This design comes from an exercise in tuning for small area on the open sky130 flow, not from production work.
Function was checked by simulation only, so behaviour that the tests miss may differ from the original.
Power is estimated from default activity; no workload was simulated.

==> flow/design.v (outline; a module is shown in full before it is edited, if it fits) <==
// module fa_cell: 4 lines
// module ha_cell: 4 lines
// module PEArray2: 2795 lines
module PEArray2 #(
    parameter W = 8,
    parameter N = 4
)(
    input logic clk, rst, stationaryCtrl,
    input logic [N-1:0][W-1:0] a_in,
    input logic [N-1:0][W-1:0] b_in,
    input logic [N-1:0][W-1:0] c_in,
    output logic [N-1:0][W-1:0] c_out
);
  // ...
==> flow/run.sh <==
#!/bin/bash
# synth_recipe.tcl (not shown) runs the flow's synth.tcl, then flattens the netlist and writes it again
# the make line also repeats each setting of config.mk as NAME=value (left out here)
make -C /OpenROAD-flow-scripts/flow DESIGN_CONFIG=/design/flow/config.mk WORK_HOME=/design/flow/orfs CLKGATE_MAP_FILE= SYNTH_SCRIPT=/design/flow/synth_recipe.tcl finish
==> flow/config.mk <==
export PLATFORM = sky130hd
export DESIGN_NAME = PEArray2
export DESIGN_NICKNAME = PEArray2
export VERILOG_FILES = /design/flow/design.v
export SDC_FILE = /design/flow/constraint.sdc
export NUM_CORES = 4
export LEC_CHECK = 0
export CAP_MARGIN = 20
export CORE_MARGIN = 2
export CORE_UTILIZATION = 40
export SLEW_MARGIN = 20
export SYNTH_HIERARCHICAL = 1
export SYNTH_MINIMUM_KEEP_SIZE = 0
==> flow/constraint.sdc <==
create_clock -name core_clock -period 6.5 [get_ports {clk}]
set_input_delay 1.3000 -clock core_clock [delete_from_list [all_inputs] [get_ports {clk}]]
set_output_delay 1.3000 -clock core_clock [all_outputs]
set_load 0.01 [all_outputs]
==> metrics.json, run 1 <==
{
  "layout": {
    "number_of_flip_flops_in_the_largest_register": 128,
    "numSequentialCells": 228,
    "mostFrequentLayoutCells": "sky130_fd_sc_hd__nand2_1, sky130_fd_sc_hd__fa_1, sky130_fd_sc_hd__xnor2_1"
  },
  "yosys": {
    "largest_family_of_logic_cells_by_synthesized_area": "adder cells",
    "yosysTopAreaCellShare_pct": 40.2,
    "synth_compound_area_share_pct": 0,
    "yosysMostFrequentCell": "sky130_fd_sc_hd__nand2_1",
    "seq_area_frac_synth_pct": 31.6,
    "synth_top_area_cell": "sky130_fd_sc_hd__fa_1"
  },
  "setup_path": {
    "worst_path_most_repeated_cell": "sky130_fd_sc_hd__fa_1",
    "ff2ff_setup_slack_ps": 880,
    "reg2reg_to": "r1[23]",
    "path_depth": 17,
    "worst_path_dominant_cell_family": "adder cells"
  },
  "timing": {
    "timing.fmax_ghz": 0.158,
    "timing.setup.tns_ps": 0
  },
  "routing": {
    "met3RoutedLength_um": 5850,
    "detail_route.drc_violations": 0,
    "dr.first_iter.drc_count": 1214
  },
  "status": {
    "status": "timing/DRC/antenna clean"
  },
  "placement": {
    "post_placement_worst_setup_slack_ps": -538,
    "half_perimeter_wire_length_of_the_detailed_placement_result_um": 44400
  },
  "global_route": {
    "grt.overflow.total": 0
  },
  "power_and_ir_drop": {
    "netSwitchingPower_mw": 3.55,
    "static-leakage-power_nw": 8.26
  },
  "die": {
    "fp.dieH_um": 219
  }
}
==> inputs of run 2 (changes only) <==
--- a/flow/design.v
+++ b/flow/design.v
@@ -1,12 +1,22 @@
 module fa_cell (input logic a, b, c, output logic s, co);
   assign s = a ^ b ^ c;
   assign co = (a & b) | (c & (a ^ b));
 endmodule
+module fa1_cell (input logic a, b, output logic s, co);
+  xnor_cell ux (a, b, s);
+  or_cell uo (a, b, co);
+endmodule
+module xnor_cell (input logic a, b, output logic y);
+  assign y = ~(a ^ b);
+endmodule
+module or_cell (input logic a, b, output logic y);
+  assign y = a | b;
+endmodule
 module ha_cell (input logic a, b, output logic s, co);
   assign s = a ^ b;
   assign co = a & b;
 endmodule
 module PEArray2 #(
     parameter W = 8,
     parameter N = 4
 )(
@@ -1718,60 +1728,60 @@
   assign p137 = ~(a[0][3][4] & b_in[3][2]);
   assign p138 = ~(a[0][3][4] & b_in[3][3]);
   assign p139 = ~(a[0][3][5] & b_in[3][0]);
   assign p140 = ~(a[0][3][5] & b_in[3][1]);
   assign p141 = ~(a[0][3][5] & b_in[3][2]);
   assign p142 = ~(a[0][3][6] & b_in[3][0]);
   assign p143 = ~(a[0][3][6] & b_in[3][1]);
   assign p144 = ~(a[0][3][7] & b_in[3][0]);
-  fa_cell us145 (1'b1, p1, p37, s145, k146);
+  fa1_cell us145 (p1, p37, s145, k146);
   fa_cell us147 (p73, p109, s145, s147, k148);
-  fa_cell us149 (1'b1, p2, p9, s149, k150);
+  fa1_cell us149 (p2, p9, s149, k150);
   fa_cell us151 (p38, p45, p74, s151, k152);
   fa_cell us153 (p81, p110, p117, s153, k154);
   fa_cell us155 (k146, s149, s151, s155, k156);
   fa_cell us157 (s153, k148, s155, s157, k158);
   fa_cell us159 (p3, p10, p16, s159, k160);
   fa_cell us161 (p39, p46, p52, s161, k162);
   fa_cell us163 (p75, p82, p88, s163, k164);
   fa_cell us165 (p111, p118, p124, s165, k166);
   fa_cell us167 (k150, k152, k154, s167, k168);
   fa_cell us169 (s159, s161, s163, s169, k170);
   fa_cell us171 (s165, s167, k156, s171, k172);
   fa_cell us173 (s169, k158, s171, s173, k174);
-  fa_cell us175 (1'b1, p4, p11, s175, k176);
+  fa1_cell us175 (p4, p11, s175, k176);
   fa_cell us177 (p17, p22, p40, s177, k178);
   fa_cell us179 (p47, p53, p58, s179, k180);
   fa_cell us181 (p76, p83, p89, s181, k182);
   fa_cell us183 (p94, p112, p119, s183, k184);
   fa_cell us185 (p125, p130, k160, s185, k186);
   fa_cell us187 (k162, k164, k166, s187, k188);
   fa_cell us189 (s175, s177, s179, s189, k190);
   fa_cell us191 (s181, s183, k168, s191, k192);
   fa_cell us193 (s185, s187, k170, s193, k194);
   fa_cell us195 (s189, k172, s191, s195, k196);
   fa_cell us197 (s193, s195, k174, s197, k198);
-  fa_cell us199 (1'b1, p5, p12, s199, k200);
+  fa1_cell us199 (p5, p12, s199, k200);
   fa_cell us201 (p18, p23, p27, s201, k202);
   fa_cell us203 (p41, p48, p54, s203, k204);
   fa_cell us205 (p59, p63, p77, s205, k206);
   fa_cell us207 (p84, p90, p95, s207, k208);
   fa_cell us209 (p99, p113, p120, s209, k210);
   fa_cell us211 (p126, p131, p135, s211, k212);
   fa_cell us213 (k176, k178, k180, s213, k214);
   fa_cell us215 (k182, k184, s199, s215, k216);
   fa_cell us217 (s201, s203, s205, s217, k218);
   fa_cell us219 (s207, s209, s211, s219, k220);
   fa_cell us221 (k186, k188, s213, s221, k222);
   fa_cell us223 (k190, s215, s217, s223, k224);
   fa_cell us225 (s219, k192, k194, s225, k226);
   fa_cell us227 (s221, s223, k196, s227, k228);
   fa_cell us229 (s225, k198, s227, s229, k230);
-  fa_cell us231 (1'b1, p6, p13, s231, k232);
+  fa1_cell us231 (p6, p13, s231, k232);
   fa_cell us233 (p19, p24, p28, s233, k234);
   fa_cell us235 (p31, p42, p49, s235, k236);
   fa_cell us237 (p55, p60, p64, s237, k238);
   fa_cell us239 (p67, p78, p85, s239, k240);
   fa_cell us241 (p91, p96, p100, s241, k242);
   fa_cell us243 (p103, p114, p121, s243, k244);
   fa_cell us245 (p127, p132, p136, s245, k246);
   fa_cell us247 (p139, k200, k202, s247, k248);
@@ -1781,17 +1791,17 @@
   fa_cell us255 (s239, s241, s243, s255, k256);
   fa_cell us257 (s245, k214, s247, s257, k258);
   fa_cell us259 (s249, k216, k218, s259, k260);
   fa_cell us261 (k220, s251, s253, s261, k262);
   fa_cell us263 (s255, k222, s257, s263, k264);
   fa_cell us265 (k224, s259, s261, s265, k266);
   fa_cell us267 (k226, s263, s265, s267, k268);
   fa_cell us269 (k228, s267, k230, s269, k270);
-  fa_cell us271 (1'b1, p7, p14, s271, k272);
+  fa1_cell us271 (p7, p14, s271, k272);
   fa_cell us273 (p20, p25, p29, s273, k274);
   fa_cell us275 (p32, p34, p43, s275, k276);
   fa_cell us277 (p50, p56, p61, s277, k278);
   fa_cell us279 (p65, p68, p70, s279, k280);
   fa_cell us281 (p79, p86, p92, s281, k282);
   fa_cell us283 (p97, p101, p104, s283, k284);
   fa_cell us285 (p106, p115, p122, s285, k286);
   fa_cell us287 (p128, p133, p137, s287, k288);
@@ -2006,60 +2016,60 @@
   assign p511 = ~(a[1][3][4] & b_in[3][2]);
   assign p512 = ~(a[1][3][4] & b_in[3][3]);
   assign p513 = ~(a[1][3][5] & b_in[3][0]);
   assign p514 = ~(a[1][3][5] & b_in[3][1]);
   assign p515 = ~(a[1][3][5] & b_in[3][2]);
   assign p516 = ~(a[1][3][6] & b_in[3][0]);
   assign p517 = ~(a[1][3][6] & b_in[3][1]);
   assign p518 = ~(a[1][3][7] & b_in[3][0]);
-  fa_cell us519 (1'b1, p375, p411, s519, k520);
+  fa1_cell us519 (p375, p411, s519, k520);
   fa_cell us521 (p447, p483, s519, s521, k522);
-  fa_cell us523 (1'b1, p376, p383, s523, k524);
+  fa1_cell us523 (p376, p383, s523, k524);
   fa_cell us525 (p412, p419, p448, s525, k526);
   fa_cell us527 (p455, p484, p491, s527, k528);
   fa_cell us529 (k520, s523, s525, s529, k530);
   fa_cell us531 (s527, k522, s529, s531, k532);
   fa_cell us533 (p377, p384, p390, s533, k534);
   fa_cell us535 (p413, p420, p426, s535, k536);
   fa_cell us537 (p449, p456, p462, s537, k538);
   fa_cell us539 (p485, p492, p498, s539, k540);
   fa_cell us541 (k524, k526, k528, s541, k542);
   fa_cell us543 (s533, s535, s537, s543, k544);
   fa_cell us545 (s539, s541, k530, s545, k546);
   fa_cell us547 (s543, k532, s545, s547, k548);
-  fa_cell us549 (1'b1, p378, p385, s549, k550);
+  fa1_cell us549 (p378, p385, s549, k550);
   fa_cell us551 (p391, p396, p414, s551, k552);
   fa_cell us553 (p421, p427, p432, s553, k554);
   fa_cell us555 (p450, p457, p463, s555, k556);
   fa_cell us557 (p468, p486, p493, s557, k558);
   fa_cell us559 (p499, p504, k534, s559, k560);
   fa_cell us561 (k536, k538, k540, s561, k562);
   fa_cell us563 (s549, s551, s553, s563, k564);
   fa_cell us565 (s555, s557, k542, s565, k566);
   fa_cell us567 (s559, s561, k544, s567, k568);
   fa_cell us569 (s563, k546, s565, s569, k570);
   fa_cell us571 (s567, s569, k548, s571, k572);
-  fa_cell us573 (1'b1, p379, p386, s573, k574);
+  fa1_cell us573 (p379, p386, s573, k574);
   fa_cell us575 (p392, p397, p401, s575, k576);
   fa_cell us577 (p415, p422, p428, s577, k578);
   fa_cell us579 (p433, p437, p451, s579, k580);
   fa_cell us581 (p458, p464, p469, s581, k582);
   fa_cell us583 (p473, p487, p494, s583, k584);
   fa_cell us585 (p500, p505, p509, s585, k586);
   fa_cell us587 (k550, k552, k554, s587, k588);
   fa_cell us589 (k556, k558, s573, s589, k590);
   fa_cell us591 (s575, s577, s579, s591, k592);
   fa_cell us593 (s581, s583, s585, s593, k594);
   fa_cell us595 (k560, k562, s587, s595, k596);
   fa_cell us597 (k564, s589, s591, s597, k598);
   fa_cell us599 (s593, k566, k568, s599, k600);
   fa_cell us601 (s595, s597, k570, s601, k602);
   fa_cell us603 (s599, k572, s601, s603, k604);
-  fa_cell us605 (1'b1, p380, p387, s605, k606);
+  fa1_cell us605 (p380, p387, s605, k606);
   fa_cell us607 (p393, p398, p402, s607, k608);
   fa_cell us609 (p405, p416, p423, s609, k610);
   fa_cell us611 (p429, p434, p438, s611, k612);
   fa_cell us613 (p441, p452, p459, s613, k614);
   fa_cell us615 (p465, p470, p474, s615, k616);
   fa_cell us617 (p477, p488, p495, s617, k618);
   fa_cell us619 (p501, p506, p510, s619, k620);
   fa_cell us621 (p513, k574, k576, s621, k622);
@@ -2069,17 +2079,17 @@
   fa_cell us629 (s613, s615, s617, s629, k630);
   fa_cell us631 (s619, k588, s621, s631, k632);
   fa_cell us633 (s623, k590, k592, s633, k634);
   fa_cell us635 (k594, s625, s627, s635, k636);
   fa_cell us637 (s629, k596, s631, s637, k638);
   fa_cell us639 (k598, s633, s635, s639, k640);
   fa_cell us641 (k600, s637, s639, s641, k642);
   fa_cell us643 (k602, s641, k604, s643, k644);
-  fa_cell us645 (1'b1, p381, p388, s645, k646);
+  fa1_cell us645 (p381, p388, s645, k646);
   fa_cell us647 (p394, p399, p403, s647, k648);
   fa_cell us649 (p406, p408, p417, s649, k650);
   fa_cell us651 (p424, p430, p435, s651, k652);
   fa_cell us653 (p439, p442, p444, s653, k654);
   fa_cell us655 (p453, p460, p466, s655, k656);
   fa_cell us657 (p471, p475, p478, s657, k658);
   fa_cell us659 (p480, p489, p496, s659, k660);
   fa_cell us661 (p502, p507, p511, s661, k662);
@@ -2294,60 +2304,60 @@
   assign p885 = ~(a[2][3][4] & b_in[3][2]);
   assign p886 = ~(a[2][3][4] & b_in[3][3]);
   assign p887 = ~(a[2][3][5] & b_in[3][0]);
   assign p888 = ~(a[2][3][5] & b_in[3][1]);
   assign p889 = ~(a[2][3][5] & b_in[3][2]);
   assign p890 = ~(a[2][3][6] & b_in[3][0]);
   assign p891 = ~(a[2][3][6] & b_in[3][1]);
   assign p892 = ~(a[2][3][7] & b_in[3][0]);
-  fa_cell us893 (1'b1, p749, p785, s893, k894);
+  fa1_cell us893 (p749, p785, s893, k894);
   fa_cell us895 (p821, p857, s893, s895, k896);
-  fa_cell us897 (1'b1, p750, p757, s897, k898);
+  fa1_cell us897 (p750, p757, s897, k898);
   fa_cell us899 (p786, p793, p822, s899, k900);
   fa_cell us901 (p829, p858, p865, s901, k902);
   fa_cell us903 (k894, s897, s899, s903, k904);
   fa_cell us905 (s901, k896, s903, s905, k906);
   fa_cell us907 (p751, p758, p764, s907, k908);
   fa_cell us909 (p787, p794, p800, s909, k910);
   fa_cell us911 (p823, p830, p836, s911, k912);
   fa_cell us913 (p859, p866, p872, s913, k914);
   fa_cell us915 (k898, k900, k902, s915, k916);
   fa_cell us917 (s907, s909, s911, s917, k918);
   fa_cell us919 (s913, s915, k904, s919, k920);
   fa_cell us921 (s917, k906, s919, s921, k922);
-  fa_cell us923 (1'b1, p752, p759, s923, k924);
+  fa1_cell us923 (p752, p759, s923, k924);
   fa_cell us925 (p765, p770, p788, s925, k926);
   fa_cell us927 (p795, p801, p806, s927, k928);
   fa_cell us929 (p824, p831, p837, s929, k930);
   fa_cell us931 (p842, p860, p867, s931, k932);
   fa_cell us933 (p873, p878, k908, s933, k934);
   fa_cell us935 (k910, k912, k914, s935, k936);
   fa_cell us937 (s923, s925, s927, s937, k938);
   fa_cell us939 (s929, s931, k916, s939, k940);
   fa_cell us941 (s933, s935, k918, s941, k942);
   fa_cell us943 (s937, k920, s939, s943, k944);
   fa_cell us945 (s941, s943, k922, s945, k946);
-  fa_cell us947 (1'b1, p753, p760, s947, k948);
+  fa1_cell us947 (p753, p760, s947, k948);
   fa_cell us949 (p766, p771, p775, s949, k950);
   fa_cell us951 (p789, p796, p802, s951, k952);
   fa_cell us953 (p807, p811, p825, s953, k954);
   fa_cell us955 (p832, p838, p843, s955, k956);
   fa_cell us957 (p847, p861, p868, s957, k958);
   fa_cell us959 (p874, p879, p883, s959, k960);
   fa_cell us961 (k924, k926, k928, s961, k962);
   fa_cell us963 (k930, k932, s947, s963, k964);
   fa_cell us965 (s949, s951, s953, s965, k966);
   fa_cell us967 (s955, s957, s959, s967, k968);
   fa_cell us969 (k934, k936, s961, s969, k970);
   fa_cell us971 (k938, s963, s965, s971, k972);
   fa_cell us973 (s967, k940, k942, s973, k974);
   fa_cell us975 (s969, s971, k944, s975, k976);
   fa_cell us977 (s973, k946, s975, s977, k978);
-  fa_cell us979 (1'b1, p754, p761, s979, k980);
+  fa1_cell us979 (p754, p761, s979, k980);
   fa_cell us981 (p767, p772, p776, s981, k982);
   fa_cell us983 (p779, p790, p797, s983, k984);
   fa_cell us985 (p803, p808, p812, s985, k986);
   fa_cell us987 (p815, p826, p833, s987, k988);
   fa_cell us989 (p839, p844, p848, s989, k990);
   fa_cell us991 (p851, p862, p869, s991, k992);
   fa_cell us993 (p875, p880, p884, s993, k994);
   fa_cell us995 (p887, k948, k950, s995, k996);
@@ -2357,17 +2367,17 @@
   fa_cell us1003 (s987, s989, s991, s1003, k1004);
   fa_cell us1005 (s993, k962, s995, s1005, k1006);
   fa_cell us1007 (s997, k964, k966, s1007, k1008);
   fa_cell us1009 (k968, s999, s1001, s1009, k1010);
   fa_cell us1011 (s1003, k970, s1005, s1011, k1012);
   fa_cell us1013 (k972, s1007, s1009, s1013, k1014);
   fa_cell us1015 (k974, s1011, s1013, s1015, k1016);
   fa_cell us1017 (k976, s1015, k978, s1017, k1018);
-  fa_cell us1019 (1'b1, p755, p762, s1019, k1020);
+  fa1_cell us1019 (p755, p762, s1019, k1020);
   fa_cell us1021 (p768, p773, p777, s1021, k1022);
   fa_cell us1023 (p780, p782, p791, s1023, k1024);
   fa_cell us1025 (p798, p804, p809, s1025, k1026);
   fa_cell us1027 (p813, p816, p818, s1027, k1028);
   fa_cell us1029 (p827, p834, p840, s1029, k1030);
   fa_cell us1031 (p845, p849, p852, s1031, k1032);
   fa_cell us1033 (p854, p863, p870, s1033, k1034);
   fa_cell us1035 (p876, p881, p885, s1035, k1036);
@@ -2582,60 +2592,60 @@
   assign p1259 = ~(a[3][3][4] & b_in[3][2]);
   assign p1260 = ~(a[3][3][4] & b_in[3][3]);
   assign p1261 = ~(a[3][3][5] & b_in[3][0]);
   assign p1262 = ~(a[3][3][5] & b_in[3][1]);
   assign p1263 = ~(a[3][3][5] & b_in[3][2]);
   assign p1264 = ~(a[3][3][6] & b_in[3][0]);
   assign p1265 = ~(a[3][3][6] & b_in[3][1]);
   assign p1266 = ~(a[3][3][7] & b_in[3][0]);
-  fa_cell us1267 (1'b1, p1123, p1159, s1267, k1268);
+  fa1_cell us1267 (p1123, p1159, s1267, k1268);
   fa_cell us1269 (p1195, p1231, s1267, s1269, k1270);
-  fa_cell us1271 (1'b1, p1124, p1131, s1271, k1272);
+  fa1_cell us1271 (p1124, p1131, s1271, k1272);
   fa_cell us1273 (p1160, p1167, p1196, s1273, k1274);
   fa_cell us1275 (p1203, p1232, p1239, s1275, k1276);
   fa_cell us1277 (k1268, s1271, s1273, s1277, k1278);
   fa_cell us1279 (s1275, k1270, s1277, s1279, k1280);
   fa_cell us1281 (p1125, p1132, p1138, s1281, k1282);
   fa_cell us1283 (p1161, p1168, p1174, s1283, k1284);
   fa_cell us1285 (p1197, p1204, p1210, s1285, k1286);
   fa_cell us1287 (p1233, p1240, p1246, s1287, k1288);
   fa_cell us1289 (k1272, k1274, k1276, s1289, k1290);
   fa_cell us1291 (s1281, s1283, s1285, s1291, k1292);
   fa_cell us1293 (s1287, s1289, k1278, s1293, k1294);
   fa_cell us1295 (s1291, k1280, s1293, s1295, k1296);
-  fa_cell us1297 (1'b1, p1126, p1133, s1297, k1298);
+  fa1_cell us1297 (p1126, p1133, s1297, k1298);
   fa_cell us1299 (p1139, p1144, p1162, s1299, k1300);
   fa_cell us1301 (p1169, p1175, p1180, s1301, k1302);
   fa_cell us1303 (p1198, p1205, p1211, s1303, k1304);
   fa_cell us1305 (p1216, p1234, p1241, s1305, k1306);
   fa_cell us1307 (p1247, p1252, k1282, s1307, k1308);
   fa_cell us1309 (k1284, k1286, k1288, s1309, k1310);
   fa_cell us1311 (s1297, s1299, s1301, s1311, k1312);
   fa_cell us1313 (s1303, s1305, k1290, s1313, k1314);
   fa_cell us1315 (s1307, s1309, k1292, s1315, k1316);
   fa_cell us1317 (s1311, k1294, s1313, s1317, k1318);
   fa_cell us1319 (s1315, s1317, k1296, s1319, k1320);
-  fa_cell us1321 (1'b1, p1127, p1134, s1321, k1322);
+  fa1_cell us1321 (p1127, p1134, s1321, k1322);
   fa_cell us1323 (p1140, p1145, p1149, s1323, k1324);
   fa_cell us1325 (p1163, p1170, p1176, s1325, k1326);
   fa_cell us1327 (p1181, p1185, p1199, s1327, k1328);
   fa_cell us1329 (p1206, p1212, p1217, s1329, k1330);
   fa_cell us1331 (p1221, p1235, p1242, s1331, k1332);
   fa_cell us1333 (p1248, p1253, p1257, s1333, k1334);
   fa_cell us1335 (k1298, k1300, k1302, s1335, k1336);
   fa_cell us1337 (k1304, k1306, s1321, s1337, k1338);
   fa_cell us1339 (s1323, s1325, s1327, s1339, k1340);
   fa_cell us1341 (s1329, s1331, s1333, s1341, k1342);
   fa_cell us1343 (k1308, k1310, s1335, s1343, k1344);
   fa_cell us1345 (k1312, s1337, s1339, s1345, k1346);
   fa_cell us1347 (s1341, k1314, k1316, s1347, k1348);
   fa_cell us1349 (s1343, s1345, k1318, s1349, k1350);
   fa_cell us1351 (s1347, k1320, s1349, s1351, k1352);
-  fa_cell us1353 (1'b1, p1128, p1135, s1353, k1354);
+  fa1_cell us1353 (p1128, p1135, s1353, k1354);
   fa_cell us1355 (p1141, p1146, p1150, s1355, k1356);
   fa_cell us1357 (p1153, p1164, p1171, s1357, k1358);
   fa_cell us1359 (p1177, p1182, p1186, s1359, k1360);
   fa_cell us1361 (p1189, p1200, p1207, s1361, k1362);
   fa_cell us1363 (p1213, p1218, p1222, s1363, k1364);
   fa_cell us1365 (p1225, p1236, p1243, s1365, k1366);
   fa_cell us1367 (p1249, p1254, p1258, s1367, k1368);
   fa_cell us1369 (p1261, k1322, k1324, s1369, k1370);
@@ -2645,17 +2655,17 @@
   fa_cell us1377 (s1361, s1363, s1365, s1377, k1378);
   fa_cell us1379 (s1367, k1336, s1369, s1379, k1380);
   fa_cell us1381 (s1371, k1338, k1340, s1381, k1382);
   fa_cell us1383 (k1342, s1373, s1375, s1383, k1384);
   fa_cell us1385 (s1377, k1344, s1379, s1385, k1386);
   fa_cell us1387 (k1346, s1381, s1383, s1387, k1388);
   fa_cell us1389 (k1348, s1385, s1387, s1389, k1390);
   fa_cell us1391 (k1350, s1389, k1352, s1391, k1392);
-  fa_cell us1393 (1'b1, p1129, p1136, s1393, k1394);
+  fa1_cell us1393 (p1129, p1136, s1393, k1394);
   fa_cell us1395 (p1142, p1147, p1151, s1395, k1396);
   fa_cell us1397 (p1154, p1156, p1165, s1397, k1398);
   fa_cell us1399 (p1172, p1178, p1183, s1399, k1400);
   fa_cell us1401 (p1187, p1190, p1192, s1401, k1402);
   fa_cell us1403 (p1201, p1208, p1214, s1403, k1404);
   fa_cell us1405 (p1219, p1223, p1226, s1405, k1406);
   fa_cell us1407 (p1228, p1237, p1244, s1407, k1408);
   fa_cell us1409 (p1250, p1255, p1259, s1409, k1410);
==> flow/flow/run.sh (new file) <==
#!/bin/bash
# Standard ORFS layout; ports are buffered with the smallest buffer and the
# clock tree uses small clock buffers without dummy loads.
set -euo pipefail
export BUFFER_PORTS_ARGS="-buffer_cell sky130_fd_sc_hd__buf_1"
export CTS_ARGS="-sink_clustering_enable -repair_clock_nets -dont_use_dummy_load -buf_list {sky130_fd_sc_hd__clkbuf_4 sky130_fd_sc_hd__clkbuf_8}"
bash standard.sh > standard.log 2>&1
==> flow/standard.sh (new file) <==
#!/bin/bash
# synth_recipe.tcl (not shown) runs the flow's synth.tcl, then flattens the netlist and writes it again
# the make line also repeats each setting of config.mk as NAME=value (left out here)
make -C /OpenROAD-flow-scripts/flow DESIGN_CONFIG=/design/flow/config.mk WORK_HOME=/design/flow/orfs CLKGATE_MAP_FILE= SYNTH_SCRIPT=/design/flow/synth_recipe.tcl "${@:-finish}"
removed: flow/run.sh
==> run 2 against run 1 <==
Still clean on timing, DRC and antenna. Highest routed layer is now met5. Largest cell class unchanged. Clock power is 32% lower. Synthesized area shrank 0.67%. Clock-buffer cell count grew 5. First-iteration DRC count up 8.1%. Power down 9.3%. Critical path depth up 1. Global-route usage fell by 0.20 points.
==> metrics.json, run 2 <==
{
  "status": {
    "status": {"value": "timing/DRC/antenna clean", "change": "unchanged"}
  },
  "routing": {
    "routed_wire_length_per_instance": {"value": 23.9, "unit": "um", "change": "was 24.4 um"},
    "dr_total_vias": {"value": 12700, "change": "about the same"},
    "drt_pre_antenna_iters": {"value": 5, "change": "was 6"},
    "detail_route.drc_violations": {"value": 0, "change": "unchanged"},
    "ant_nets": {"value": 0, "change": "unchanged"},
    "drt_wl_total": {"value": 57400, "unit": "um", "change": "was 59,300 um"},
    "drt-vias-per-instance": {"value": 5.30, "change": "was 5.19"},
    "dr.first_iter.drc_count": {"value": 1312, "change": "was 1,214"}
  },
  "die": {
    "floorplan.io_pins": {"value": 131, "change": "unchanged"},
    "fp.dieH": {"value": 218, "unit": "um", "change": "was 219 um"},
    "initial_utilization": {"value": 40.5, "unit": "%", "change": "was 40.7%"},
    "design.die.area": {"value": 47700, "unit": "um2", "change": "was 48,000 um2"},
    "core_area": {"value": 45400, "unit": "um2", "change": "was 45,500 um2"},
    "die_x": {"value": 218, "unit": "um", "change": "was 219 um"},
    "rows": {"value": 78, "change": "unchanged"}
  },
  "yosys": {
    "synth-main-ff-cell": {"value": "sky130_fd_sc_hd__edfxtp_1", "change": "unchanged"},
    "synth_top_area_cell": {"value": "sky130_fd_sc_hd__fa_1", "change": "unchanged"},
    "yosysTopAreaCellShare": {"value": 37.9, "unit": "%", "change": "was 40.2%"},
    "seq_area_frac_synth": {"value": 31.8, "unit": "%", "change": "was 31.6%"},
    "synth_common_cells": {"value": "sky130_fd_sc_hd__nand2_1, sky130_fd_sc_hd__fa_1, sky130_fd_sc_hd__xnor2_1", "change": "unchanged"},
    "ys_types": {"value": 19, "change": "unchanged"},
    "syn_area_per_cell": {"value": 11.4, "unit": "um2", "change": "was 11.6 um2"},
    "postSynthRegisterBits": {"value": 228, "change": "unchanged"},
    "mappedNetlistArea": {"value": 18400, "unit": "um2", "change": "was 18,500 um2"},
    "synthArstFlopShare": {"value": 0, "unit": "%", "change": "unchanged"},
    "synth_enable_flop_cells": {"value": 128, "change": "unchanged"},
    "synth.yosys.warnings": {"value": 7, "change": "unchanged"},
    "post_synth_inst_count": {"value": 1619, "change": "was 1,596"},
    "synth.top_cells.by_area": {"value": "sky130_fd_sc_hd__fa_1, sky130_fd_sc_hd__edfxtp_1, sky130_fd_sc_hd__nand2_1, sky130_fd_sc_hd__dfxtp_1, sky130_fd_sc_hd__xnor2_1", "change": "unchanged"},
    "yosysMostFrequentCell": {"value": "sky130_fd_sc_hd__nand2_1", "change": "unchanged"}
  },
  "setup_path": {
    "timing_worst_setup_path_type": {"value": "input port to flop", "change": "unchanged"},
    "cp.required": {"value": 7000, "unit": "ps", "change": "about the same"},
    "worst-path-max-fanout": {"value": 8, "change": "was 9"},
    "timing.critical_path.arrival": {"value": 6600, "unit": "ps", "change": "was 6820 ps"},
    "cp_endpoint_kind": {"value": "flop", "change": "unchanged"},
    "timing.rr.start": {"value": "a[8]", "change": "was a[64]"},
    "length_in_cells_of_the_worst_reg_to_reg_path": {"value": 16, "change": "unchanged"},
    "ff2ff_setup_slack": {"value": 780, "unit": "ps", "change": "was 880 ps"},
    "timing.critical_path.from": {"value": "b_in[9]", "change": "was b_in[26]"},
    "worst_setup_path_start_kind": {"value": "input port", "change": "unchanged"}
  },
  "hold_path": {
    "hold_path_depth": {"value": 1, "change": "unchanged"},
    "holdCritStartpoint": {"value": "r1[27]", "change": "was r1[17]"},
    "min_path_type": {"value": "flop to flop", "change": "unchanged"}
  },
  "timing": {
    "unrepaired_setup_endpoints_after_global_routing": {"value": "no", "change": "was yes"},
    "max_slew_margin": {"value": 42.4, "unit": "%", "change": "was 37.3%"},
    "timing.fmax": {"value": 0.164, "unit": "GHz", "change": "was 0.158 GHz"},
    "fin_crit": {"value": 6090, "unit": "ps", "change": "was 6320 ps"},
    "setup_viol": {"value": 0, "change": "unchanged"},
    "max_slew.worst_pin.slew": {"value": 865, "unit": "ps", "change": "was 940 ps"},
    "slew_viol_final": {"value": 0, "change": "unchanged"},
    "timing.clock.skew": {"value": 25.4, "unit": "ps", "change": "was 14.2 ps"},
    "timing.final.hold_violations": {"value": 0, "change": "unchanged"},
    "layout_worst_path_cycle_share": {"value": 93.7, "unit": "%", "change": "was 97.3%"}
  },
  "cts": {
    "cts.root.buffer_cell": {"value": "sky130_fd_sc_hd__clkbuf_8", "change": "was sky130_fd_sc_hd__clkbuf_16"},
    "numCtsBuffers": {"value": 41, "change": "was 28"},
    "cts_tree": {"value": "built", "change": "unchanged"},
    "clockBufferDepth": {"value": 3, "change": "unchanged"},
    "post-cts-setup-buffer-count": {"value": 0, "change": "unchanged"},
    "insertion_delay": {"value": 580, "unit": "ps", "change": "was 570 ps"},
    "cts.htree.levels": {"value": 2, "change": "was 1"},
    "cts.repair.resized": {"value": 0, "change": "unchanged"},
    "clkSinkCount": {"value": 228, "change": "unchanged"},
    "cts-hold-fix-buffers": {"value": 0, "change": "unchanged"},
    "clk_transition_reported_paths": {"value": 60, "unit": "ps", "change": "about the same"}
  },
  "placement": {
    "place_congestion": {"value": 0.919, "change": "was 0.953"},
    "port_buffers": {"value": 130, "change": "unchanged"},
    "half_perimeter_wire_length_of_the_detailed_placement_result": {"value": 42800, "unit": "um", "change": "was 44,400 um"}
  },
  "layout": {
    "nFillCells": {"value": 4221, "change": "was 4,151"},
    "largest_register": {"value": "a", "change": "unchanged"},
    "layout-drive-gt1-share": {"value": 7.83, "unit": "%", "change": "was 10.0%"},
    "final_common_cell": {"value": "sky130_fd_sc_hd__nand2_1", "change": "unchanged"},
    "fin_nets": {"value": 2253, "change": "was 2,290"},
    "number_of_flip_flops_in_the_largest_register": {"value": 128, "change": "unchanged"},
    "final_util": {"value": 45.9, "unit": "%", "change": "was 49.8%"},
    "mostFrequentLayoutCells": {"value": "sky130_fd_sc_hd__nand2_1, sky130_fd_sc_hd__fa_1, sky130_fd_sc_hd__xnor2_1", "change": "unchanged"},
    "antenna_cells_inserted": {"value": 0, "change": "unchanged"},
    "flow.area_growth_from_synthesis": {"value": 13.3, "unit": "%", "change": "was 22.3%"}
  },
  "power_and_ir_drop": {
    "totalPowerFinal": {"value": 8.62, "unit": "mW", "change": "was 9.51 mW"},
    "static-leakage-power": {"value": 7.35, "unit": "nW", "change": "was 8.26 nW"},
    "peakVddDrop": {"value": 0.464, "unit": "mV", "change": "was 0.665 mV"},
    "power.density": {"value": 414, "unit": "nW/um2", "change": "was 420 nW/um2"}
  },
  "global_route": {
    "antenna_found_initial": {"value": 1, "change": "was 0"},
    "globalRouteTotalUtil": {"value": 24.9, "unit": "%", "change": "was 25.1%"},
    "grt.overflow.total": {"value": 0, "change": "unchanged"},
    "grt_start_max_net_pins": {"value": 60, "change": "was 65"},
    "global_route_wire_length_before_repair": {"value": 85800, "unit": "um", "change": "was 86,400 um"},
    "grt_pass1_vias": {"value": 13800, "change": "was 13,700"}
  },
  "run": {
    "max_capacitance_violation_count": {"value": 0, "change": "unchanged"}
  }
}
## run 2: cell types whose count changed after synthesis
| cell | change |
|---|---|
| sky130_fd_sc_hd__xnor2_1 | +24 |
| sky130_fd_sc_hd__fa_1 | -24 |
| sky130_fd_sc_hd__conb_1 | -1 |
| sky130_fd_sc_hd__or2_1 | +24 |
## run 2: kinds of logic after synthesis
family	synth area share (%)
DFF	31.8
adders and majority gates	38.2
muxes	0.163
and+or+nand+nor	15.6
buffers and inverters	1.99
xor gates and xnor gates	12.3
## run 2: final timing paths
kind                                to
worst max-delay path             r1[7]
worst min-delay path            r2[27]
worst max register to register   r1[7]
worst min register to register  r2[27]
## run 2: area by class of cell
| cell class | count | area (um2) | share of cell area [%] |
|---|---|---|---|
| multi-input combinational | 1308 | 12200 | 58.4 |
| sequential | 228 | 5850 | 28.1 |
| clock buffer | 41 | 564 | 2.71 |
| timing repair buffer | 223 | 1500 | 7.22 |
| tap | 600 | 751 | 3.60 |
## run 2: per-stage QoR
step | instance area [um2] | TNS [ps] | hold WS (ps) | worst slack (ps) | std cells
final | 20800 | 0 | 423 | 407 | 2400
after global routing | 20800 | 0 | 439 | 203 | 2400
after CTS | 20800 | 0 | 427 | 422 | 2400
after detailed placement | 20300 | -458 | 425 | -174 | 2359
after global placement | 20300 | -137 | 428 | -56.4 | 2359
after floorplan | 18400 | 0 | 414 | 7.47 | 1619
## run 2: per-module statistics from Yosys, one instance, submodules excluded, a selection
module	times used	cell area [um2]
PEArray2	1	11000
or_cell	24	6.26
ha_cell	4	12.5
fa_cell	348	20.0
xnor_cell	24	8.76
## run 2: worst max-delay path, cell delays in order
cell and delay (ps):
sky130_fd_sc_hd__buf_1 150, sky130_fd_sc_hd__buf_12 170, sky130_fd_sc_hd__nand2_1 80, sky130_fd_sc_hd__fa_1 500, sky130_fd_sc_hd__fa_1 530, sky130_fd_sc_hd__fa_1 440
sky130_fd_sc_hd__fa_1 500, sky130_fd_sc_hd__fa_1 430, sky130_fd_sc_hd__fa_1 420, sky130_fd_sc_hd__fa_1 390, sky130_fd_sc_hd__fa_1 380, sky130_fd_sc_hd__xor2_1 160
sky130_fd_sc_hd__xnor2_1 190, sky130_fd_sc_hd__xnor2_1 110, sky130_fd_sc_hd__xnor2_1 250, sky130_fd_sc_hd__xnor2_2 160, sky130_fd_sc_hd__xnor3_1 320, sky130_fd_sc_hd__nor2_1 90
## run 2: report_power, final
group	switching (mW)	leakage (nW)	internal [mW]
clock	0.554	0.295	0.554
combinational	2.70	4.99	3.02
sequential	0.136	2.07	1.65
total	3.39	7.35	5.23
## run 2: routing by layer
layer | part of all wire (%) | track usage [%]
met5 | 0.023 | 0
met4 | 5.3 | 12.7
met3 | 9.6 | 5.19
met2 | 45 | 38.5
met1 | 40 | 33.3
==> inputs of run 3 (changes only) <==
==> flow/flow/run.sh (replaced) <==
#!/bin/bash
# Standard ORFS layout; ports are buffered with the smallest buffer.
set -euo pipefail
export BUFFER_PORTS_ARGS="-buffer_cell sky130_fd_sc_hd__buf_1"
bash standard.sh > standard.log 2>&1
==> run 3 against run 2 <==
Still clean. Via count down 0.64%. Die area unchanged. Clock skew down 16 ps. Wire length about the same. Largest power group unchanged.
==> metrics.json, run 3 <==
{
  "die": {
    "floorplan.io_pins": {"value": 131, "change": "unchanged"},
    "fp.dieH": {"value": 218, "unit": "um", "change": "unchanged"},
    "rows": {"value": 78, "change": "unchanged"},
    "design.die.area": {"value": 47700, "unit": "um2", "change": "unchanged"},
    "core_area": {"value": 45400, "unit": "um2", "change": "unchanged"},
    "die_x": {"value": 218, "unit": "um", "change": "unchanged"},
    "initial_utilization": {"value": 40.5, "unit": "%", "change": "unchanged"}
  },
  "timing": {
    "fin_crit": {"value": 6090, "unit": "ps", "change": "about the same"},
    "worst_slack": {"value": 413, "unit": "ps", "change": "was 407 ps"},
    "timing.setup.tns": {"value": 0, "unit": "ps", "change": "unchanged"},
    "max_slew_margin": {"value": 42.3, "unit": "%", "change": "was 42.4%"},
    "setup_viol": {"value": 0, "change": "unchanged"},
    "timing.clock.skew": {"value": 9.69, "unit": "ps", "change": "was 25.4 ps"},
    "max_slew.worst_pin.slew": {"value": 866, "unit": "ps", "change": "was 865 ps"},
    "slew_viol_final": {"value": 0, "change": "unchanged"},
    "timing.fmax": {"value": 0.164, "unit": "GHz", "change": "about the same"},
    "layout_worst_path_cycle_share": {"value": 93.6, "unit": "%", "change": "was 93.7%"},
    "holdWs": {"value": 435, "unit": "ps", "change": "was 423 ps"},
    "unrepaired_setup_endpoints_after_global_routing": {"value": "no", "change": "unchanged"},
    "timing.final.hold_violations": {"value": 0, "change": "unchanged"}
  },
  "run": {
    "max_capacitance_violation_count": {"value": 0, "change": "unchanged"}
  },
  "cts": {
    "clockBufferDepth": {"value": 3, "change": "unchanged"},
    "cts.htree.levels": {"value": 1, "change": "was 2"},
    "clkSinkCount": {"value": 228, "change": "unchanged"},
    "cts.root.buffer_cell": {"value": "sky130_fd_sc_hd__clkbuf_16", "change": "was sky130_fd_sc_hd__clkbuf_8"},
    "clk_transition_reported_paths": {"value": 50, "unit": "ps", "change": "was 60 ps"},
    "cts_tree": {"value": "built", "change": "unchanged"},
    "numCtsBuffers": {"value": 30, "change": "was 41"},
    "cts.repair.resized": {"value": 0, "change": "unchanged"},
    "post-cts-setup-buffer-count": {"value": 0, "change": "unchanged"},
    "insertion_delay": {"value": 580, "unit": "ps", "change": "about the same"},
    "cts-hold-fix-buffers": {"value": 0, "change": "unchanged"}
  },
  "routing": {
    "detail_route.drc_violations": {"value": 0, "change": "unchanged"},
    "dr_total_vias": {"value": 12600, "change": "was 12,700"},
    "routed_wire_length_per_instance": {"value": 23.7, "unit": "um", "change": "was 23.9 um"},
    "drt_wl_total": {"value": 57300, "unit": "um", "change": "was 57,400 um"},
    "ant_nets": {"value": 0, "change": "unchanged"},
    "dr.first_iter.drc_count": {"value": 1345, "change": "was 1,312"},
    "drt_pre_antenna_iters": {"value": 5, "change": "unchanged"},
    "drt-vias-per-instance": {"value": 5.23, "change": "was 5.30"}
  },
  "global_route": {
    "grt_start_max_net_pins": {"value": 60, "change": "unchanged"},
    "globalRouteTotalUtil": {"value": 24.7, "unit": "%", "change": "was 24.9%"},
    "grt.overflow.total": {"value": 0, "change": "unchanged"},
    "global_route_wire_length_before_repair": {"value": 85700, "unit": "um", "change": "was 85,800 um"},
    "grt_pass1_vias": {"value": 13700, "change": "was 13,800"},
    "antenna_found_initial": {"value": 1, "change": "unchanged"}
  },
  "yosys": {
    "seq_area_frac_synth": {"value": 31.8, "unit": "%", "change": "unchanged"},
    "synth-main-ff-cell": {"value": "sky130_fd_sc_hd__edfxtp_1", "change": "unchanged"},
    "synth.yosys.warnings": {"value": 7, "change": "unchanged"},
    "syn_area_per_cell": {"value": 11.4, "unit": "um2", "change": "unchanged"},
    "yosysMostFrequentCell": {"value": "sky130_fd_sc_hd__nand2_1", "change": "unchanged"},
    "synth_common_cells": {"value": "sky130_fd_sc_hd__nand2_1, sky130_fd_sc_hd__fa_1, sky130_fd_sc_hd__xnor2_1", "change": "unchanged"},
    "ys_types": {"value": 19, "change": "unchanged"},
    "synthArstFlopShare": {"value": 0, "unit": "%", "change": "unchanged"},
    "synth_top_area_cell": {"value": "sky130_fd_sc_hd__fa_1", "change": "unchanged"},
    "yosysTopAreaCellShare": {"value": 37.9, "unit": "%", "change": "unchanged"},
    "post_synth_inst_count": {"value": 1619, "change": "unchanged"},
    "synth_enable_flop_cells": {"value": 128, "change": "unchanged"},
    "mappedNetlistArea": {"value": 18400, "unit": "um2", "change": "unchanged"},
    "postSynthRegisterBits": {"value": 228, "change": "unchanged"},
    "synth.top_cells.by_area": {"value": "sky130_fd_sc_hd__fa_1, sky130_fd_sc_hd__edfxtp_1, sky130_fd_sc_hd__nand2_1, sky130_fd_sc_hd__dfxtp_1, sky130_fd_sc_hd__xnor2_1", "change": "unchanged"}
  },
  "power_and_ir_drop": {
    "peakVddDrop": {"value": 0.436, "unit": "mV", "change": "was 0.464 mV"},
    "static-leakage-power": {"value": 7.55, "unit": "nW", "change": "was 7.35 nW"},
    "totalPowerFinal": {"value": 9.18, "unit": "mW", "change": "was 8.62 mW"},
    "power.density": {"value": 431, "unit": "nW/um2", "change": "was 414 nW/um2"}
  },
  "layout": {
    "antenna_cells_inserted": {"value": 0, "change": "unchanged"},
    "layout-drive-gt1-share": {"value": 8.10, "unit": "%", "change": "was 7.83%"},
    "fin_nets": {"value": 2242, "change": "was 2,253"},
    "mostFrequentLayoutCells": {"value": "sky130_fd_sc_hd__nand2_1, sky130_fd_sc_hd__fa_1, sky130_fd_sc_hd__xnor2_1", "change": "unchanged"},
    "final_common_cell": {"value": "sky130_fd_sc_hd__nand2_1", "change": "unchanged"},
    "flow.area_growth_from_synthesis": {"value": 15.8, "unit": "%", "change": "was 13.3%"},
    "final_util": {"value": 46.9, "unit": "%", "change": "was 45.9%"},
    "number_of_flip_flops_in_the_largest_register": {"value": 128, "change": "unchanged"},
    "largest_register": {"value": "a", "change": "unchanged"}
  },
  "placement": {
    "port_buffers": {"value": 130, "change": "unchanged"},
    "half_perimeter_wire_length_of_the_detailed_placement_result": {"value": 42800, "unit": "um", "change": "unchanged"},
    "post_placement_worst_setup_slack": {"value": -174, "unit": "ps", "change": "unchanged"},
    "place_congestion": {"value": 0.919, "change": "unchanged"}
  },
  "setup_path": {
    "worst_setup_path_start_kind": {"value": "input port", "change": "unchanged"},
    "timing_worst_setup_path_type": {"value": "input port to flop", "change": "unchanged"},
    "worst-path-max-fanout": {"value": 8, "change": "unchanged"},
    "timing.critical_path.arrival": {"value": 6600, "unit": "ps", "change": "about the same"},
    "cp.required": {"value": 7010, "unit": "ps", "change": "was 7000 ps"},
    "cp_endpoint_kind": {"value": "flop", "change": "unchanged"}
  },
  "hold_path": {
    "min_path_type": {"value": "flop to flop", "change": "unchanged"}
  },
  "status": {
    "status": {"value": "timing/DRC/antenna clean", "change": "unchanged"}
  }
}
run 3: changes by cell type in the layout (fill, tap and decap cells not counted):
cell                        change
sky130_fd_sc_hd__inv_4          +1
sky130_fd_sc_hd__clkbuf_8      -38
sky130_fd_sc_hd__clkinv_4       +4
sky130_fd_sc_hd__clkbuf_16     +33
sky130_fd_sc_hd__clkbuf_1       +9
sky130_fd_sc_hd__clkinv_2       +2
sky130_fd_sc_hd__bufinv_16      +1
sky130_fd_sc_hd__inv_6          +3
run 3: through the flow:
stage                     instances  area, um2
after floorplan                1619      18400
after global placement         2359      20300
after detailed placement       2359      20300
after CTS                      2415      21300
after global routing           2415      21300
final                          2415      21300
run 3: final cells by class:
type,instances,area [um2]
Multi-Input combinational cell,1308,12200
Fill cell,4179,24100
Clock inverter,11,108
Sequential cell,228,5850
Tap cell,600,751
Timing Repair Buffer,223,1500
Clock buffer,45,901
run 3: cell families after synthesis:
| group | synth area share, % |
|---|---|
| adder cells (fa/ha/maj) | 38.2 |
| buffers and inverters | 1.99 |
| flip-flops | 31.8 |
| multiplexers | 0.163 |
| XOR/XNOR | 12.3 |
| AND/OR/NAND/NOR | 15.6 |
run 3: routing by layer:
layer / wire length, um / global-route usage, % / up-vias
met5: 13 / 0 / -
met4: 2870 / 10.6 / 2
met3: 5280 / 5.05 / 166
met2: 26000 / 38.7 / 735
met1: 23200 / 33.5 / 6434
li1: - / - / 5303
run 3: worst paths after layout:
path,startpoint,end,slack (ps),cells after the start
max reg2reg,a[8],r1[7],780,16
max,b_in[9],r1[7],410,18
min,r1[17],r2[17],430,1
min reg2reg,r1[17],r2[17],430,1
run 3: worst max-delay path, cell delays in order:
cell,delay [ps]
sky130_fd_sc_hd__buf_1,150
sky130_fd_sc_hd__buf_12,170
sky130_fd_sc_hd__nand2_1,90
sky130_fd_sc_hd__fa_1,510
sky130_fd_sc_hd__fa_1,530
sky130_fd_sc_hd__fa_1,440
sky130_fd_sc_hd__fa_1,500
sky130_fd_sc_hd__fa_1,430
sky130_fd_sc_hd__fa_1,420
sky130_fd_sc_hd__fa_1,390
sky130_fd_sc_hd__fa_1,380
sky130_fd_sc_hd__xor2_1,160
sky130_fd_sc_hd__xnor2_1,190
sky130_fd_sc_hd__xnor2_1,110
sky130_fd_sc_hd__xnor2_1,250
sky130_fd_sc_hd__xnor2_2,160
sky130_fd_sc_hd__xnor3_1,320
sky130_fd_sc_hd__nor2_1,90
run 3: modules after synthesis, one instance, submodules excluded, excerpt:
module	cell area (um2)	cells	flip-flops and latches	copies in the design
ha_cell	12.5	1	0	4
or_cell	6.26	1	0	24
fa_cell	20.0	1	0	348
PEArray2	11000	1219	228	1
xnor_cell	8.76	1	0	24
run 3: report_power, final:
group | leakage [nW] | total, mW | internal [mW] | switching (mW)
Clock | 0.495 | 1.67 | 1.00 | 0.671
Combinational | 4.99 | 5.71 | 3.02 | 2.69
Sequential | 2.07 | 1.79 | 1.65 | 0.136
Total | 7.55 | 9.18 | 5.68 | 3.50
==> inputs of run 4 (changes only) <==
==> flow/flow/run.sh (replaced) <==
#!/bin/bash
# Standard ORFS layout; ports are buffered with the smallest buffer and the
# clock tree uses small clock buffers without dummy loads.
set -euo pipefail
export BUFFER_PORTS_ARGS="-buffer_cell sky130_fd_sc_hd__buf_1"
export CTS_ARGS="-sink_clustering_enable -repair_clock_nets -dont_use_dummy_load -sink_clustering_size 14 -sink_clustering_max_diameter 60 -buf_list {sky130_fd_sc_hd__clkbuf_4 sky130_fd_sc_hd__clkbuf_8}"
bash standard.sh > standard.log 2>&1
--- a/flow/config.mk
+++ b/flow/config.mk
@@ -7,7 +7,7 @@
 export LEC_CHECK = 0
 export CAP_MARGIN = 20
 export CORE_MARGIN = 2
-export CORE_UTILIZATION = 40
+export CORE_UTILIZATION = 75
 export SLEW_MARGIN = 20
 export SYNTH_HIERARCHICAL = 1
 export SYNTH_MINIMUM_KEEP_SIZE = 0
==> run 4 against run 3 <==
Still clean. Core utilization increased by 36 points. Sequential cell count unchanged. Maximum frequency decreased by 1.4%. Power decreased by 10%. Synthesized cell count unchanged. Clock-buffer cell count decreased by 24. Critical path type unchanged.
==> metrics.json, run 4 <==
{
  "cts": {
    "numCtsBuffers": {"value": 21, "change": "was 30"},
    "clk_transition_reported_paths": {"value": 90, "unit": "ps", "change": "was 50 ps"},
    "insertion_delay": {"value": 580, "unit": "ps", "change": "about the same"},
    "cts_tree": {"value": "built", "change": "unchanged"},
    "cts.root.buffer_cell": {"value": "sky130_fd_sc_hd__clkbuf_8", "change": "was sky130_fd_sc_hd__clkbuf_16"},
    "cts.htree.levels": {"value": 1, "change": "unchanged"},
    "clkSinkCount": {"value": 228, "change": "unchanged"},
    "cts-hold-fix-buffers": {"value": 0, "change": "unchanged"},
    "post-cts-setup-buffer-count": {"value": 0, "change": "unchanged"},
    "clockBufferDepth": {"value": 3, "change": "unchanged"},
    "cts.repair.resized": {"value": 0, "change": "unchanged"}
  },
  "setup_path": {
    "worst_setup_path_start_kind": {"value": "input port", "change": "unchanged"},
    "timing.critical_path.arrival": {"value": 6660, "unit": "ps", "change": "was 6600 ps"},
    "reg2reg_to": {"value": "r1[7]", "change": "unchanged"},
    "cp.required": {"value": 6980, "unit": "ps", "change": "was 7010 ps"},
    "length_in_cells_of_the_worst_reg_to_reg_path": {"value": 16, "change": "unchanged"},
    "timing_worst_setup_path_type": {"value": "input port to flop", "change": "unchanged"},
    "cp_endpoint_kind": {"value": "flop", "change": "unchanged"},
    "timing.rr.start": {"value": "a[24]", "change": "was a[8]"},
    "ff2ff_setup_slack": {"value": 560, "unit": "ps", "change": "was 780 ps"},
    "worst-path-max-fanout": {"value": 13, "change": "was 8"}
  },
  "power_and_ir_drop": {
    "power.density": {"value": 414, "unit": "nW/um2", "change": "was 431 nW/um2"},
    "static-leakage-power": {"value": 7.05, "unit": "nW", "change": "was 7.55 nW"},
    "peakVddDrop": {"value": 0.499, "unit": "mV", "change": "was 0.436 mV"}
  },
  "layout": {
    "number_of_flip_flops_in_the_largest_register": {"value": 128, "change": "unchanged"},
    "mostFrequentLayoutCells": {"value": "sky130_fd_sc_hd__nand2_1, sky130_fd_sc_hd__fa_1, sky130_fd_sc_hd__xnor2_1", "change": "unchanged"},
    "non_filler_instance_count_after_layout": {"value": 2075, "change": "was 2,415"},
    "ff_latch_area": {"value": 5850, "unit": "um2", "change": "unchanged"},
    "flow.area_growth_from_synthesis": {"value": 8.51, "unit": "%", "change": "was 15.8%"},
    "final_util": {"value": 82.5, "unit": "%", "change": "was 46.9%"},
    "layout-drive-gt1-share": {"value": 5.25, "unit": "%", "change": "was 8.10%"},
    "final_common_cell": {"value": "sky130_fd_sc_hd__nand2_1", "change": "unchanged"},
    "largest_register": {"value": "a", "change": "unchanged"},
    "antenna_cells_inserted": {"value": 0, "change": "unchanged"},
    "nFillCells": {"value": 1421, "change": "was 4,179"},
    "multiInputGateArea": {"value": 12200, "unit": "um2", "change": "unchanged"},
    "fin_nets": {"value": 2204, "change": "was 2,242"}
  },
  "hold_path": {
    "hold_path_depth": {"value": 1, "change": "unchanged"},
    "min_path_type": {"value": "flop to flop", "change": "unchanged"},
    "holdCritStartpoint": {"value": "r1[19]", "change": "was r1[17]"},
    "min_to": {"value": "r2[19]", "change": "was r2[17]"}
  },
  "placement": {
    "placed_cells_incl_taps": {"value": 2054, "change": "was 2,359"},
    "half_perimeter_wire_length_of_the_detailed_placement_result": {"value": 38400, "unit": "um", "change": "was 42,800 um"},
    "port_buffers": {"value": 130, "change": "unchanged"},
    "place_congestion": {"value": 0.959, "change": "was 0.919"}
  },
  "yosys": {
    "synth_top_area_cell": {"value": "sky130_fd_sc_hd__fa_1", "change": "unchanged"},
    "synth.yosys.warnings": {"value": 7, "change": "unchanged"},
    "ys_types": {"value": 19, "change": "unchanged"},
    "synthArstFlopShare": {"value": 0, "unit": "%", "change": "unchanged"},
    "seq_area_frac_synth": {"value": 31.8, "unit": "%", "change": "unchanged"},
    "synth_common_cells": {"value": "sky130_fd_sc_hd__nand2_1, sky130_fd_sc_hd__fa_1, sky130_fd_sc_hd__xnor2_1", "change": "unchanged"},
    "post_synth_inst_count": {"value": 1619, "change": "unchanged"},
    "yosysMostFrequentCell": {"value": "sky130_fd_sc_hd__nand2_1", "change": "unchanged"},
    "synth.top_cells.by_area": {"value": "sky130_fd_sc_hd__fa_1, sky130_fd_sc_hd__edfxtp_1, sky130_fd_sc_hd__nand2_1, sky130_fd_sc_hd__dfxtp_1, sky130_fd_sc_hd__xnor2_1", "change": "unchanged"},
    "yosysTopAreaCellShare": {"value": 37.9, "unit": "%", "change": "unchanged"},
    "synth-main-ff-cell": {"value": "sky130_fd_sc_hd__edfxtp_1", "change": "unchanged"},
    "syn_area_per_cell": {"value": 11.4, "unit": "um2", "change": "unchanged"},
    "mappedNetlistArea": {"value": 18400, "unit": "um2", "change": "unchanged"},
    "synth_enable_flop_cells": {"value": 128, "change": "unchanged"},
    "postSynthRegisterBits": {"value": 228, "change": "unchanged"}
  },
  "die": {
    "design.die.area": {"value": 25800, "unit": "um2", "change": "was 47,700 um2"},
    "rows": {"value": 57, "change": "was 78"},
    "die_x": {"value": 161, "unit": "um", "change": "was 218 um"},
    "fp.dieH": {"value": 161, "unit": "um", "change": "was 218 um"},
    "core_area": {"value": 24200, "unit": "um2", "change": "was 45,400 um2"},
    "floorplan.io_pins": {"value": 131, "change": "unchanged"},
    "initial_utilization": {"value": 76.0, "unit": "%", "change": "was 40.5%"}
  },
  "run": {
    "max_capacitance_violation_count": {"value": 0, "change": "unchanged"}
  },
  "timing": {
    "slew_viol_final": {"value": 0, "change": "unchanged"},
    "timing.fmax": {"value": 0.162, "unit": "GHz", "change": "was 0.164 GHz"},
    "unrepaired_setup_endpoints_after_global_routing": {"value": "no", "change": "unchanged"},
    "max_slew_margin": {"value": 50.0, "unit": "%", "change": "was 42.3%"},
    "setup_viol": {"value": 0, "change": "unchanged"},
    "timing.final.hold_violations": {"value": 0, "change": "unchanged"},
    "timing.clock.skew": {"value": 40.2, "unit": "ps", "change": "was 9.69 ps"},
    "fin_crit": {"value": 6170, "unit": "ps", "change": "was 6090 ps"},
    "max_slew.worst_pin.slew": {"value": 750, "unit": "ps", "change": "was 866 ps"},
    "holdWs": {"value": 443, "unit": "ps", "change": "was 435 ps"},
    "layout_worst_path_cycle_share": {"value": 95.0, "unit": "%", "change": "was 93.6%"}
  },
  "global_route": {
    "grt_start_max_net_pins": {"value": 73, "change": "was 60"},
    "antenna_found_initial": {"value": 0, "change": "was 1"},
    "grt_pass1_vias": {"value": 14500, "change": "was 13,700"},
    "globalRouteTotalUtil": {"value": 43.0, "unit": "%", "change": "was 24.7%"},
    "grt.overflow.total": {"value": 0, "change": "unchanged"},
    "global_route_wire_length_before_repair": {"value": 80900, "unit": "um", "change": "was 85,700 um"}
  },
  "routing": {
    "dr_total_vias": {"value": 13200, "change": "was 12,600"},
    "routed_wire_length_per_instance": {"value": 25.7, "unit": "um", "change": "was 23.7 um"},
    "detail_route.drc_violations": {"value": 0, "change": "unchanged"},
    "ant_nets": {"value": 0, "change": "unchanged"},
    "dr.first_iter.drc_count": {"value": 1729, "change": "was 1,345"},
    "drt-vias-per-instance": {"value": 6.37, "change": "was 5.23"},
    "drt_pre_antenna_iters": {"value": 7, "change": "was 5"},
    "drt_wl_total": {"value": 53300, "unit": "um", "change": "was 57,300 um"}
  },
  "status": {
    "status": {"value": "timing/DRC/antenna clean", "change": "unchanged"}
  }
}
==> run 4: worst max-delay path by stage <==
stage / end / slack (ps) / startpoint / cells after the start
global route: r1[7] / 170 / b_in[16] / 18
CTS: r1[15] / 370 / b_in[16] / 18
floorplan: r1[15] / 7 / b_in[16] / 18
finish: r1[23] / 330 / b_in[16] / 18
detailed placement: r1[15] / -210 / b_in[16] / 18
global placement: r1[31] / -10 / b_in[9] / 18
==> run 4: modules after synthesis (local to each module, per instance), excerpt <==
module	times used	area [um2]
xnor_cell	24	8.76
PEArray2	1	11000
ha_cell	4	12.5
or_cell	24	6.26
fa_cell	348	20.0
==> run 4: logic make-up after synthesis <==
| family | count (synthesis) | share of synthesized area [%] |
|---|---|---|
| xor+xnor | 248 | 12.3 |
| fa+ha+maj | 352 | 38.2 |
| buf+inv | 83 | 1.99 |
| flops | 228 | 31.8 |
| mux | 3 | 0.163 |
| simple gates | 705 | 15.6 |
==> run 4: layout make-up <==
type,count,area share [%]
tap,324,2.03
clock buffer,21,1.45
sequential,228,29.3
timing repair buffer,194,6.20
multi-input combinational,1308,61.0
==> run 4: critical path: stages <==
cell,delay [ps]
sky130_fd_sc_hd__buf_1,160
sky130_fd_sc_hd__buf_12,190
sky130_fd_sc_hd__nand2_1,90
sky130_fd_sc_hd__fa_1,500
sky130_fd_sc_hd__fa_1,480
sky130_fd_sc_hd__fa_1,430
sky130_fd_sc_hd__fa_1,490
sky130_fd_sc_hd__fa_1,440
sky130_fd_sc_hd__fa_1,420
sky130_fd_sc_hd__fa_1,390
sky130_fd_sc_hd__fa_1,410
sky130_fd_sc_hd__xor2_1,170
sky130_fd_sc_hd__xnor2_1,210
sky130_fd_sc_hd__xnor2_1,120
sky130_fd_sc_hd__xnor2_1,280
sky130_fd_sc_hd__xnor2_2,160
sky130_fd_sc_hd__xnor3_1,330
sky130_fd_sc_hd__nor2_1,90
==> run 4: per-stage QoR <==
step	setup TNS, ps	setup WS [ps]	area [um2]	power (mW)
6_report	0	327	19900	8.25
5_1_grt	0	171	19900	8.76
4_1_cts	0	367	19900	8.21
3_5_place_dp	-628	-209	19700	7.41
3_3_place_gp	-14.8	-13.4	19700	7.14
2_1_floorplan	0	7.47	18400	6.15
==> run 4: power by group <==
part / internal (mW) / switching (mW) / total, mW
registers: 1.65 / 0.142 / 1.79
logic: 3.04 / 2.67 / 5.71
clock network: 0.289 / 0.458 / 0.746
==> run 4: layer usage <==
layer	part of all wire (%)	track usage (%)	vias to the layer above	routed length, um
met5	0	0	-	0
met4	7.1	23.8	0	3790
met3	16	12.9	334	8380
met2	45	66.1	1295	23900
met1	32	56.0	6407	17200
li1	-	-	5188	-
==> inputs of run 5 (changes only) <==
==> flow/flow/run.sh (replaced) <==
#!/bin/bash
# Standard ORFS layout; ports are buffered with the smallest buffer and the
# clock tree uses small clock buffers without dummy loads.
set -euo pipefail
export BUFFER_PORTS_ARGS="-buffer_cell sky130_fd_sc_hd__buf_1"
export CTS_ARGS="-sink_clustering_enable -repair_clock_nets -dont_use_dummy_load -sink_clustering_size 16 -sink_clustering_max_diameter 80 -buf_list {sky130_fd_sc_hd__clkbuf_4 sky130_fd_sc_hd__clkbuf_8}"
bash standard.sh > standard.log 2>&1
--- a/flow/config.mk
+++ b/flow/config.mk
@@ -7,7 +7,8 @@
 export LEC_CHECK = 0
 export CAP_MARGIN = 20
 export CORE_MARGIN = 2
-export CORE_UTILIZATION = 75
+export CORE_UTILIZATION = 65
+export GPL_TIMING_DRIVEN = 0
 export SLEW_MARGIN = 20
 export SYNTH_HIERARCHICAL = 1
 export SYNTH_MINIMUM_KEEP_SIZE = 0
==> run 5 against run 4 <==
Power grew 6.8%. Hold slack lost 0.72 ps. Core utilization shrank 11 points. Critical path depth grew 1. Clock skew grew 16 ps. Combinational power grew 11%.
==> metrics.json, run 5 <==
{
  "routing": {
    "drt_wl_total": {"value": 53100, "unit": "um", "change": "was 53,300 um"},
    "detail_route.drc_violations": {"value": 0, "change": "unchanged"}
  },
  "yosys": {
    "synth_common_cells": {"value": "sky130_fd_sc_hd__nand2_1, sky130_fd_sc_hd__fa_1, sky130_fd_sc_hd__xnor2_1", "change": "unchanged"},
    "yosysTopAreaCellShare": {"value": 37.9, "unit": "%", "change": "unchanged"},
    "synth-main-ff-cell": {"value": "sky130_fd_sc_hd__edfxtp_1", "change": "unchanged"},
    "synth.top_cells.by_area": {"value": "sky130_fd_sc_hd__fa_1, sky130_fd_sc_hd__edfxtp_1, sky130_fd_sc_hd__nand2_1, sky130_fd_sc_hd__dfxtp_1, sky130_fd_sc_hd__xnor2_1", "change": "unchanged"},
    "postSynthRegisterBits": {"value": 228, "change": "unchanged"},
    "ys_types": {"value": 19, "change": "unchanged"},
    "synth_top_area_cell": {"value": "sky130_fd_sc_hd__fa_1", "change": "unchanged"},
    "mappedNetlistArea": {"value": 18400, "unit": "um2", "change": "unchanged"},
    "synth.yosys.warnings": {"value": 7, "change": "unchanged"},
    "syn_area_per_cell": {"value": 11.4, "unit": "um2", "change": "unchanged"}
  },
  "placement": {
    "place_congestion": {"value": 0.975, "change": "was 0.959"},
    "post_placement_worst_setup_slack": {"value": -1360, "unit": "ps", "change": "was -209 ps"},
    "port_buffers": {"value": 118, "change": "was 130"},
    "half_perimeter_wire_length_of_the_detailed_placement_result": {"value": 40400, "unit": "um", "change": "was 38,400 um"}
  },
  "hold_path": {
    "holdCritStartpoint": {"value": "r1[6]", "change": "was r1[19]"},
    "hold_path_depth": {"value": 1, "change": "unchanged"}
  },
  "layout": {
    "number_of_flip_flops_in_the_largest_register": {"value": 128, "change": "unchanged"},
    "final_common_cell": {"value": "sky130_fd_sc_hd__nand2_1", "change": "unchanged"},
    "mostFrequentLayoutCells": {"value": "sky130_fd_sc_hd__nand2_1, sky130_fd_sc_hd__fa_1, sky130_fd_sc_hd__xnor2_1", "change": "unchanged"},
    "fin_nets": {"value": 2212, "change": "was 2,204"},
    "nFillCells": {"value": 2063, "change": "was 1,421"}
  },
  "cts": {
    "cts-hold-fix-buffers": {"value": 0, "change": "unchanged"},
    "cts.htree.levels": {"value": 1, "change": "unchanged"}
  },
  "timing": {
    "setup_viol": {"value": 0, "change": "unchanged"},
    "unrepaired_setup_endpoints_after_global_routing": {"value": "no", "change": "unchanged"},
    "timing.fmax": {"value": 0.156, "unit": "GHz", "change": "was 0.162 GHz"},
    "timing.clock.skew": {"value": 55.9, "unit": "ps", "change": "was 40.2 ps"},
    "worst_slack": {"value": 106, "unit": "ps", "change": "was 327 ps"},
    "fin_crit": {"value": 6390, "unit": "ps", "change": "was 6170 ps"},
    "layout_worst_path_cycle_share": {"value": 98.4, "unit": "%", "change": "was 95.0%"}
  },
  "die": {
    "fp.dieH": {"value": 172, "unit": "um", "change": "was 161 um"},
    "initial_utilization": {"value": 66.2, "unit": "%", "change": "was 76.0%"},
    "die_x": {"value": 172, "unit": "um", "change": "was 161 um"},
    "rows": {"value": 61, "change": "was 57"},
    "floorplan.io_pins": {"value": 131, "change": "unchanged"},
    "core_area": {"value": 27800, "unit": "um2", "change": "was 24,200 um2"}
  },
  "global_route": {
    "globalRouteTotalUtil": {"value": 37.8, "unit": "%", "change": "was 43.0%"},
    "grt_pass1_vias": {"value": 13600, "change": "was 14,500"},
    "grt.overflow.total": {"value": 0, "change": "unchanged"}
  },
  "setup_path": {
    "ff2ff_setup_slack": {"value": 630, "unit": "ps", "change": "was 560 ps"},
    "timing.critical_path.arrival": {"value": 6880, "unit": "ps", "change": "was 6660 ps"},
    "critical_path.endpoint": {"value": "r1[7]", "change": "was r1[23]"},
    "reg2reg_to": {"value": "r1[7]", "change": "unchanged"},
    "worst_setup_path_start_kind": {"value": "input port", "change": "unchanged"}
  },
  "power_and_ir_drop": {
    "peakVddDrop": {"value": 0.623, "unit": "mV", "change": "was 0.499 mV"}
  },
  "status": {
    "status": {"value": "timing/DRC/antenna clean", "change": "unchanged"}
  }
}
-- run 5: cell counts after synthesis --
No cell type changed its count.
-- run 5: per-module statistics from Yosys, one instance, submodules excluded, excerpt --
module	cell area, um2	copies in the design	cells inside	flip-flops and latches
PEArray2	11000	1	1219	228
fa_cell	20.0	348	1	0
ha_cell	12.5	4	1	0
xnor_cell	8.76	24	1	0
or_cell	6.26	24	1	0
-- run 5: final cells by class --
cell class | count | area share (%)
Clock buffer | 19 | 1.31
Tap cell | 378 | 2.38
Timing Repair Buffer | 127 | 2.97
Sequential cell | 228 | 29.4
Multi-Input combinational cell | 1308 | 61.3
Buffer | 77 | 2.63
-- run 5: through the flow --
stage / utilization, % / cell area [um2] / TNS (ps) / cells / hold slack, ps
6_report: 71.6 / 19900 / 0 / 2137 / 442
2_1_floorplan: - / 18400 / 0 / 1619 / 414
4_1_cts: 71.4 / 19800 / 0 / 2137 / 441
3_5_place_dp: 69.8 / 19400 / -5240 / 2119 / 420
5_1_grt: 71.6 / 19900 / 0 / 2137 / 459
3_3_place_gp: 69.5 / 19300 / -54010 / 2115 / 418
-- run 5: cells by family after synthesis --
kind of cell	synth area share [%]
adders and majority gates	38.2
DFF	31.8
muxes	0.163
and+or+nand+nor	15.6
buffers and inverters	1.99
xor gates and xnor gates	12.3
-- run 5: metal layers --
metal	vias up	GRT usage, %	part of all wire [%]	wire (um)
li1	5206	-	-	-
met1	6513	50.4	37	19400
met2	992	58.3	45	23800
met3	203	11.4	13	7150
met4	2	16.7	5.1	2710
met5	-	0	0.023	12
-- run 5: worst min path at each step --
stage / endpoint
CTS: r2[6]
floorplan: r2[0]
global placement: r2[16]
global route: r2[19]
detailed placement: r2[6]
finish: r2[6]
-- run 5: what timing repair did --
action | in CTS | in global routing
resized for setup | 64 | 29
pin swaps | 4 | 8
gates cloned | 0 | 0
setup endpoints to repair | 4 | 4
buffers inserted | 5 | 0
-- run 5: worst max-delay path, cell delays in order --
cell,delay [ps]
sky130_fd_sc_hd__buf_2,140
sky130_fd_sc_hd__clkbuf_8,180
sky130_fd_sc_hd__buf_4,200
sky130_fd_sc_hd__nand2_1,90
sky130_fd_sc_hd__fa_1,440
sky130_fd_sc_hd__fa_1,500
sky130_fd_sc_hd__fa_1,440
sky130_fd_sc_hd__fa_1,510
sky130_fd_sc_hd__fa_1,430
sky130_fd_sc_hd__fa_1,420
sky130_fd_sc_hd__fa_1,390
sky130_fd_sc_hd__fa_1,430
sky130_fd_sc_hd__xor2_1,170
sky130_fd_sc_hd__xnor2_1,140
sky130_fd_sc_hd__xnor2_1,280
sky130_fd_sc_hd__xnor2_2,180
sky130_fd_sc_hd__xnor2_2,140
sky130_fd_sc_hd__xnor3_2,340
sky130_fd_sc_hd__nor2_1,120
-- run 5: report_power, final --
| group | total (mW) | switching, mW | internal [mW] |
|---|---|---|---|
| clock | 0.720 | 0.457 | 0.263 |
| sequential | 1.77 | 0.121 | 1.65 |
| combinational | 6.32 | 3.22 | 3.10 |

Setup slack of run 5, layout unchanged: 0.106 ns with ideal ports, 0.134 ns with driving cells assumed (clock clkbuf_16, inputs buf_2), -0.453 ns with port delays also shifted by the 0.587 ns mid clock arrival.
